This is an optimization exercise on Yosys and OpenROAD, whose aim is small area, not a production implementation.
Function was checked by simulation only, so behaviour that the tests miss may differ from the original.
Power figures rest on the tool's default switching activity, not on a simulated workload.

File: flow/design.v
module PID(
	input i_Clk,
	input [13:0]number_of_pulses,
	input [4:0]SW,
	input PID_timer,
	output reset_nop_0,
	input reset,
	output [13:0]signal_dc,
	input [35:0] KP,
	input [35:0] KI,
	input [35:0] KD
);
	reg        rn;
	reg  [5:0] cnt;
	reg [17:0] ep;            
	reg [24:0] sum;           
	reg        sc;            
	reg        sg;            
	reg [20:0] dd;            
	reg        cm, be, bd;    
	reg [18:0] n1;            
	reg [24:0] n2;            
	reg [18:0] n3;            
	wire [18:0] a1 = ~n1;
	wire [24:0] a2 = ~n2;
	wire [18:0] a3 = ~n3;
	reg        ca, cb;        
	reg        sx;            
	reg        gt;            
	reg [13:0] res;           
	reg [13:0] dc_out;
	assign reset_nop_0 = rn;
	assign signal_dc = dc_out;
	wire running = (cnt != 6'd45);
	wire start   = PID_timer & ~rn & ~reset;
	wire pre     = (cnt >= 6'd46);
	wire prod    = (cnt <= 6'd35);
	wire neg     = (cnt == 6'd35);
	wire last    = (cnt == 6'd44);
	wire [4:0] pt = cnt[4:0] - 5'd14;    
	wire np_t   = (pt < 5'd14) & dd[2];       
	wire np_t2  = (pt < 5'd16) & dd[0];       
	wire s_t    = (pt >= 5'd8) & (pt <= 5'd12) & dd[8];   
	wire m_t    = np_t ^ np_t2 ^ cm;          
	wire m_c    = (np_t & np_t2) | (cm & (np_t ^ np_t2));
	wire e_t    = s_t ^ m_t ^ be;             
	wire e_b    = (~s_t & (m_t | be)) | (m_t & be);
	wire de_t   = e_t ^ ep[0] ^ bd;           
	wire de_b   = (~e_t & (ep[0] | bd)) | (ep[0] & bd);
	wire       tail  = (cnt >= 6'd36) & (cnt <= 6'd44);     
	wire       spre  = (cnt >= 6'd46) & (cnt <= 6'd61);     
	wire       srot  = tail | spre;
	wire       slast = (cnt == 6'd61);
	wire       ssat  = (cnt == 6'd62);
	wire [3:0] tk    = cnt[3:0] - 4'd5;                     
	wire       e_lo  = (cnt != 6'd36) & ep[tk[2:0]];
	wire       e_hi  = (pt <= 5'd9) ? ep[8] : sg;
	wire       e_s   = tail ? e_lo : e_hi;
	wire       sr    = sum[0] ^ e_s ^ sc;
	wire       scn   = (sum[0] & e_s) | (sc & (sum[0] ^ e_s));
	wire       s25   = sum[0] ^ e_s ^ scn;                  
	wire       ovf   = sc ^ sum[24];
	wire kp_b = prod & KP[cnt];
	wire ki_b = prod & KI[cnt];
	wire kd_b = prod & KD[cnt];
	wire g1p = kp_b & ~neg, g1n = kp_b & neg;
	wire g2p = ki_b & ~neg, g2n = ki_b & neg;
	wire g3p = kd_b & ~neg, g3n = kd_b & neg;
	wire [19:0] s1, s3;
	wire [25:0] s2;
	wire [19:0] c1, c3;
	wire [25:0] c2;
	assign s1[0] = a1[0];
	assign c1[1] = g1n;
	assign s3[0] = a3[0];
	assign c3[1] = g3n;
	assign c2[0] = g2n;
	genvar k;
	generate
		for (k = 1; k < 19; k = k + 1) begin : acc13
			wire o1 = ep[k-1] ? g1p : g1n;
			wire o3 = dd[k+2] ? g3p : g3n;
			assign s1[k] = a1[k] ^ o1 ^ c1[k];
			assign s3[k] = a3[k] ^ o3 ^ c3[k];
			if (k < 18) begin : cy
				assign c1[k+1] = (a1[k] & o1) | (c1[k] & (a1[k] ^ o1));
				assign c3[k+1] = (a3[k] & o3) | (c3[k] & (a3[k] ^ o3));
			end else begin : top
				wire c1t = (a1[k] & o1) | (c1[k] & (a1[k] ^ o1));
				wire c3t = (a3[k] & o3) | (c3[k] & (a3[k] ^ o3));
				assign s1[19] = a1[18] ^ o1 ^ c1t;
				assign s3[19] = a3[18] ^ o3 ^ c3t;
			end
		end
		for (k = 0; k < 25; k = k + 1) begin : acc2
			wire o2 = sum[k] ? g2p : g2n;
			assign s2[k] = a2[k] ^ o2 ^ c2[k];
			if (k < 24) begin : cy
				assign c2[k+1] = (a2[k] & o2) | (c2[k] & (a2[k] ^ o2));
			end else begin : top
				wire c2t = (a2[k] & o2) | (c2[k] & (a2[k] ^ o2));
				assign s2[25] = a2[24] ^ o2 ^ c2t;
			end
		end
	endgenerate
	wire p1 = s1[0], p2 = s2[0], p3 = s3[0];
	wire u   = p1 ^ p2 ^ ca;
	wire uc  = (p1 & p2) | (ca & (p1 ^ p2));
	wire y   = u ^ p3 ^ cb;                   
	wire yc  = (u & p3) | (cb & (u ^ p3));
	wire acc = (cnt >= 6'd9) & (cnt <= 6'd43);
	wire [13:0] lim = 14'd10000;
	wire [3:0]  lk  = cnt[3:0] - 4'd2;        
	wire in_res = (cnt >= 6'd18) & (cnt <= 6'd31);
	wire c_k    = in_res & lim[lk];
	wire gt_n   = (y & ~c_k) | (~(y ^ c_k) & gt);
	wire pw35 = ca ^ cb ^ sx;
	always @(posedge i_Clk) begin
		n1 <= ~{prod & s1[19], s1[18:1]};
		n2 <= ~{prod & s2[25], s2[24:1]};
		n3 <= ~{prod & s3[19], s3[18:1]};
		ca <= acc & uc;
		cb <= acc & yc;
		gt <= (cnt >= 6'd18) & (cnt <= 6'd43) & gt_n;
		if (cnt == 6'd36) sx <= a1[18] ^ a2[24] ^ a3[18];
		if (in_res) res <= {y, res[13:1]};
		if (start) begin
			dd <= {SW, number_of_pulses, 2'b00};
			cm <= 1'b0; be <= 1'b0; bd <= 1'b0;
			sg <= ep[17];
		end else if (pre) begin
			dd <= {de_t, dd[20:1]};
			ep <= {e_t, ep[17:1]};
			cm <= m_c; be <= e_b; bd <= de_b;
		end
		if (srot) begin
			sum <= {sr, sum[24:1]};
			sc  <= slast ? s25 : scn;
		end else if (ssat) begin
			if (ovf) sum <= sc ? 25'h1000000 : 25'h0FFFFFF;
			sc <= 1'b0;
		end
		if (reset) begin
			rn <= 1'b1;
			cnt <= 6'd45;
			ep <= 18'd0;
			sum <= 25'd0;
			sc <= 1'b0;
			dc_out <= 14'd0;
		end else begin
			if (start | running) cnt <= cnt + 6'd1;
			if (start) rn <= 1'b1;
			else if (!running || last) rn <= 1'b0;
			if (last) dc_out <= pw35 ? 14'd0 : (gt ? 14'd10000 : res);
		end
	end
endmodule
File: flow/flow/run.sh
#!/bin/bash
set -euo pipefail
export BUFFER_PORTS_ARGS="-buffer_cell sky130_fd_sc_hd__buf_1"
bash standard.sh > standard_flow.log 2>&1
File: flow/standard.sh
#!/bin/bash
# synth_recipe.tcl (not shown) runs the flow's synth.tcl, then flattens the netlist and writes it again
# the make line also repeats each setting of config.mk as NAME=value (left out here)
make -C /OpenROAD-flow-scripts/flow DESIGN_CONFIG=/design/flow/config.mk WORK_HOME=/design/flow/orfs CLKGATE_MAP_FILE= SYNTH_SCRIPT=/design/flow/synth_recipe.tcl "${@:-finish}"
File: flow/config.mk
export PLATFORM = sky130hd
export DESIGN_NAME = PID
export DESIGN_NICKNAME = PID
export VERILOG_FILES = /design/flow/design.v
export SDC_FILE = /design/flow/constraint.sdc
export NUM_CORES = 4
export LEC_CHECK = 0
export CAP_MARGIN = 20
export CORE_MARGIN = 2
export CORE_UTILIZATION = 40
export CTS_BUF_LIST = sky130_fd_sc_hd__clkbuf_8
export CTS_CLUSTER_SIZE = 30
export SLEW_MARGIN = 20
File: flow/constraint.sdc
create_clock -name core_clock -period 20.0 [get_ports {i_Clk}]
set_input_delay 4.0000 -clock core_clock [delete_from_list [all_inputs] [get_ports {i_Clk}]]
set_output_delay 4.0000 -clock core_clock [all_outputs]
set_load 0.01 [all_outputs]
==> impl_metrics.tcl, run 1 <==
set metrics [dict create \
    status "finished clean" \
    numClockSinks 171 \
    avgViaCountPerCell 5.07 \
    routed_wl_microns 19800 \
    wl_met3_microns 621 \
    cts_made_buffers 17 \
    cts_tree "done" \
    syn_inst 880 \
    final_cell_mix "nand2_1 (188), buf_1 (143), dfxtp_1 (134)" \
    antenna_found_initial 0 \
    drt_pass1_iterations 5 \
    synth_edf_count 35 \
    overflow 0 \
    layout_commonest_cell "nand2_1" \
    fmax_mhz 69.1 \
    top_layer "met4" \
    vias 6560 \
    rsz0062_at_grt "no" \
    ctsResizeCount 0 \
    synth_cell_types 49 \
    synthesis.nets 1089 \
    cts.clk_slew.worst_paths_ps 100 \
    antenna_left 0 \
    fin_ws_ps 5530 \
    clk_latency_ps 470 \
    grt_pass1_wl_microns 33400 \
    place.gp.congestion 0.814 \
    worst_path_dominant_cell_family "adder cells" \
    skew_ps 19.9 \
    placedCellCount 1261 \
    finalSetupViolCount 0 \
    maxCapViolations 0 \
    antenna_cells 0 \
    drv_slew 0 \
    crit_fanout 25 \
    critPathLaunchType "primary input" \
    worst_pin_slew_ps 963 \
    portBuffers 144 \
    synth_compound_area_share_pct 11.6 \
    grt_use_total_pct 17.5 \
    cp.arrival_ps 14880 \
    dp_slack_ps 4980 \
    drc 0 \
    ys_ff_latch 171 \
    hold_viol_final 0 \
    root_buffer "clkbuf_8" \
    route.detailed.wl_per_inst_microns 15.3 \
    cts_max_level 4 \
    synthesis.area_sq_um 9010 \
    p_leak_nw 3.39 \
    yosysSeqAreaShare_pct 41.9 \
    irDropWorstVdd_uv 67.2 \
    end_kind "flip-flop" \
    rows 54 \
    critPathSlowestCell "a221o_2" \
    ioPinCount 145 \
    postLayoutCoreUtil_pct 46.3 \
    whs_ps 453 \
    clock_path_buffers 2 \
    yosys_warnings 1 \
    relSlewSlack_pct 35.8 \
    met1_length_microns 9580 \
    start_util_pct 41.0 \
    syn_area_per_cell_sq_um 10.2 \
    met2_length_microns 9350 \
    synth-main-ff-cell "dfxtp_1" \
    async_reset_ff_share_pct 0 \
    synthAdderAreaFrac_pct 16.6 \
    grt_max_degree 63 \
    drt_iter0_drc 434 \
    synth_top_family_by_area "adder cells" \
    die_y_microns 154 \
    p_per_area_nw_per_um2 101 \
    fp.dieW_microns 154 \
    cp_num_buf_inv 3 \
    coreArea_sq_um 22000 \
    critical_path_class "primary input to flip-flop" \
    worst_ep_required_time_ps 20410 \
    crit_path_max_incr_delay_ps 440 \
    hold_buffers 0 \
    synth_xor_area_share_pct 1.07 \
    period_share_pct 72.4 \
    hold_path_class "flip-flop to flip-flop" \
    muxShareOfSynthArea_pct 10.4 \
    layout-drive-gt1-share_pct 7.79 \
    tns_ps 0 \
    stdcell_count 1294 \
    cpMostUsedCell "fa_1" \
    fin_nets 1210 \
    final.min_clock_period_ps 14470 \
    grt_pass1_vias 6502 \
    die_area_sq_um 23700 \
    dp_hpwl_microns 13700 \
    syn2layout_area_growth_pct 12.8 \
    yosys.area_share.simple_pct 14.1 \
    postCtsSetupBuffers 0 \
]
==> cells by family after synthesis <==
group,count (synthesis)
compound gates,169
simple gates,299
xor+xnor,11
flops,171
mux,63
fa+ha+maj,79
buf+inv,88
==> per-stage QoR <==
step / cell area (sq um) / power, mW
floorplan: 9010 / 0.702
global placement: 9770 / 0.793
detailed placement: 9770 / 0.797
CTS: 10100 / 1.03
global route: 10200 / 1.09
finish: 10200 / 1.02
==> state kept, by name, indices dropped and copies added (netlist names), 6 cells and up <==
name and cells:
sum 25, n2 25, dd 21, n3 19
cnt 6, ep 18, dc_out 14, res 14
n1 19
==> area by class of cell <==
| cell class | instances | area (sq um) |
|---|---|---|
| Fill cell | 2099 | 11800 |
| Multi-Input combinational cell | 621 | 4890 |
| Sequential cell | 171 | 3780 |
| Timing Repair Buffer | 156 | 636 |
| Tap cell | 280 | 350 |
| Clock buffer | 18 | 248 |
| Clock inverter | 14 | 128 |
| Inverter | 34 | 128 |
==> synth_stat cells (4+ instances only) <==
master	instances	area, sq um
nor3_1	7	35.0
nand2_1	188	706
xnor2_1	8	70.1
inv_1	33	124
nor2_1	50	188
mux4_1	4	105
nand3b_1	4	30.0
and2_1	6	37.5
mux4_2	19	428
clkbuf_1	28	105
nand3_1	12	60.1
o21ai_0	92	460
a21oi_1	18	90.1
edfxtp_1	35	1050
ha_1	11	138
dfxtp_1	136	2720
nand4_1	7	43.8
nand2b_1	11	68.8
mux2i_1	38	380
a221o_1	24	240
buf_2	19	95.1
fa_1	68	1360
a22oi_1	9	67.6
o22ai_1	5	31.3
==> metal layers <==
metal,up-vias,global-route usage (%)
met5,-,0
met4,0,4.76
met3,17,2.79
met2,108,27.7
met1,3162,25.1
li1,3273,-
==> final timing paths <==
path / start / end / slack (ps) / cells past startpoint
worst min-delay path: res[13] / res[12] / 450 / 0
worst max register to register: cnt[0] / n2[23] / 7960 / 31
worst min register to register: res[13] / res[12] / 450 / 0
worst max-delay path: KI[17] / n2[23] / 5530 / 32
==> where the power goes <==
part           internal [mW]  total [mW]  leakage [nW]  switching, mW
clock network         0.0945       0.235         0.198          0.141
logic                  0.133       0.338          1.76          0.204
registers              0.405       0.450          1.43         0.0457
total                  0.633        1.02          3.39          0.391
==> run 2: changes to the inputs <==
==> flow/run.sh (new file) <==
#!/bin/bash
# synth_recipe.tcl (not shown) runs the flow's synth.tcl, then flattens the netlist and writes it again
# the make line also repeats each setting of config.mk as NAME=value (left out here)
make -C /OpenROAD-flow-scripts/flow DESIGN_CONFIG=/design/flow/config.mk WORK_HOME=/design/flow/orfs CLKGATE_MAP_FILE= SYNTH_SCRIPT=/design/flow/synth_recipe.tcl finish
--- a/flow/config.mk
+++ b/flow/config.mk
@@ -9,5 +9,3 @@
 export CORE_MARGIN = 2
 export CORE_UTILIZATION = 40
-export CTS_BUF_LIST = sky130_fd_sc_hd__clkbuf_8
-export CTS_CLUSTER_SIZE = 30
 export SLEW_MARGIN = 20
removed: flow/flow/run.sh
removed: flow/standard.sh
==> run 2 against run 1 <==
Net effect: final cell count barely moved; power is 11% higher; routed wire length is 4.8% higher; non-clock buffer count increased by 1; count of clock-buffer cells in the layout unchanged; sequential cell count stayed put; worst setup slack worse by 430 ps; clock power increased by 37%; area after synthesis is the same; clock skew is 7.9 ps lower; highest routed layer unchanged; die area is the same.
==> impl_metrics.tcl, run 2 <==
set metrics [dict create \
    cts_made_buffers 17 \
    route.detailed.wl_per_inst_microns 16.0 \
    critPathSlowestCell "clkdlybuf4s50_1" \
    async_reset_ff_share_pct 0 \
    fp.dieW_microns 154 \
    cpMostUsedCell "fa_1" \
    hold_viol_final 0 \
    rsz0062_at_grt "no" \
    dp_slack_ps 4600 \
    reg_top3 "n2: 25 flops, sum: 25 flops, dd: 21 flops" \
    skew_ps 12.0 \
    clk_latency_ps 430 \
    grt_max_degree 64 \
    irDropWorstVdd_uv 60.4 \
    synthesis.nets 1089 \
    p_total_mw 1.14 \
    synth_cell_types 49 \
    drt_iter0_drc 380 \
    fmax_mhz 67.1 \
    hold_buffers 0 \
    final.min_clock_period_ps 14900 \
    clock_path_buffers 2 \
    layout-drive-gt1-share_pct 7.88 \
    postLayoutCoreUtil_pct 51.2 \
    intPower_mw 0.731 \
    worst_pin_slew_ps 927 \
    tns_ps 0 \
    antenna_found_initial 0 \
    status "finished clean" \
    portBuffers 144 \
    start_util_pct 41.0 \
    synthesis.area_sq_um 9010 \
    rows 54 \
    seqPwrFrac_pct 38.7 \
    cts_max_level 4 \
    p_per_area_nw_per_um2 101 \
    synth_top_cell_by_area "dfxtp_1" \
    synth_area_leaders "dfxtp_1 (30%), fa_1 (15%), edfxtp_1 (12%)" \
    root_buffer "clkbuf_16" \
    cts_tree "done" \
    cts.clk_slew.worst_paths_ps 70 \
    hold_path_class "flip-flop to flip-flop" \
    syn2layout_area_growth_pct 24.9 \
    yosys_warnings 1 \
    place.gp.congestion 0.793 \
    coreArea_sq_um 22000 \
    syn_inst 880 \
    routed_wl_microns 20700 \
    syn_area_per_cell_sq_um 10.2 \
    ctsResizeCount 0 \
    period_share_pct 74.5 \
    antenna_cells 0 \
    ys_ff_latch 171 \
    yosysTopAreaCellShare_pct 30.2 \
    overflow 0 \
    avgViaCountPerCell 5.09 \
    maxCapViolations 0 \
    relSlewSlack_pct 38.2 \
    grt_pass1_vias 6525 \
    cp.arrival_ps 15280 \
    drv_slew 0 \
    finalSetupViolCount 0 \
    grt_use_total_pct 18.4 \
    synth_common_cells "nand2_1 (188), dfxtp_1 (136), o21ai_0 (92)" \
    worst_ep_required_time_ps 20380 \
    power_switching_mw 0.405 \
    drt_pass1_iterations 5 \
    final_cell_mix "nand2_1 (188), clkdlybuf4s50_1 (143), dfxtp_1 (134)" \
    drc 0 \
    n_fill_cell 2009 \
    rrSetupSlack_ps 8000 \
    dp_hpwl_microns 14700 \
    grt_pass1_wl_microns 34600 \
    whs_ps 451 \
    crit_fanout 25 \
    combPwrFrac_pct 33.1 \
    fin_ws_ps 5100 \
    end_kind "flip-flop" \
    yosysMostFrequentCell "nand2_1" \
    critPathLaunchType "primary input" \
    die_y_microns 154 \
    numClockSinks 171 \
    clockPowerShare_pct 28.2 \
    critical_path_class "primary input to flip-flop" \
    yosysSeqAreaShare_pct 41.9 \
    synth-main-ff-cell "dfxtp_1" \
    vias 6596 \
    layout_commonest_cell "nand2_1" \
    postCtsSetupBuffers 0 \
    sw_frac_of_total_pct 35.7 \
    ioPinCount 145 \
    fin_nets 1211 \
    crit_path_max_incr_delay_ps 490 \
    antenna_left 0 \
    synth_edf_count 35 \
    die_area_sq_um 23700 \
    p_leak_nw 3.87 \
]
-- run 2: cell counts after synthesis --
No cell type changed its count.
-- run 2: cell type report --
class                           count  area (sq um)  area share [%]
Sequential cell                   171          3780            33.6
Timing Repair Buffer              157          1540            13.7
Clock buffer                       18           439            3.91
Multi-Input combinational cell    621          4890            43.5
Clock inverter                     14           128            1.13
Inverter                           34           128            1.13
Tap cell                          280           350            3.12
-- run 2: worst paths after layout --
check	to	cells after the start	start
worst max-delay path	n2[23]	32	KI[30]
worst min-delay path	dc_out[4]	2	dc_out[4]
worst max register to register	n2[23]	34	cnt[0]
worst min register to register	dc_out[4]	2	dc_out[4]
-- run 2: cells by family after synthesis --
kind of cell,share of synthesized area (%)
buffers and inverters,4.22
XOR/XNOR,1.07
AO/OA/AOI/OAI,11.6
multiplexers,10.4
flip-flops,41.9
adder cells (fa/ha/maj),16.6
AND/OR/NAND/NOR,14.1
-- run 2: power by group through the flow --
| stage | registers [mW] | logic [mW] | clock network, mW |
|---|---|---|---|
| after floorplan | 0.437 | 0.265 | 0 |
| after detailed placement | 0.448 | 0.375 | 0 |
| after global routing | 0.447 | 0.414 | 0.342 |
| final | 0.440 | 0.376 | 0.321 |
| after CTS | 0.440 | 0.377 | 0.328 |
| after global placement | 0.447 | 0.371 | 0 |
-- run 2: stage by stage --
stage,cells,instance area (sq um)
6_report,1295,11200
5_1_grt,1295,11200
3_5_place_dp,1261,10700
3_3_place_gp,1261,10700
4_1_cts,1293,11200
2_1_floorplan,880,9010
-- run 2: worst max-delay path: cells and delay by family --
family / cells / cell delay, ps
AOI/OAI and AO/OA: 1 / 450
and+or+nand+nor: 1 / 140
buffers and inverters: 3 / 610
muxes: 2 / 480
adders and majority gates: 25 / 9580
-- run 2: metal layers --
metal  share of wire, %  GRT usage [%]
met3                2.8           3.18
met2                 47           29.1
met4                1.0           4.76
met5                  0              0
met1                 49           26.3

## static timing again, ports no longer ideal
The flow's constraints put no driver on any port. The routed layouts listed below were extracted and timed again, unchanged, in two steps. Step 1: set_driving_cell puts a clkbuf_16 on i_Clk and a buf_2 on each other input, an assumption about the parent block. Step 2 also shifts input and output timing later by t, the mid clock arrival at the registers, as if the neighbouring blocks saw the same clock. Three values: ideal, step 1, step 2; two values: the first two.
run	t, ns	setup slack, ns	worst hold slack (ns)	worst register clock-pin slew, ns
run 1	0.501	5.529 / 5.537 / 5.036	0.453 / 0.453 / 0.453	0.11 / 0.11
run 2	0.470	5.097 / 5.116 / 4.647	0.451 / 0.451 / 0.451	0.07 / 0.07
After both steps every run listed still meets setup and hold. For run 1, which loses most, drivers alone change the setup slack by +0.008 ns; drivers and shift together by -0.493 ns.
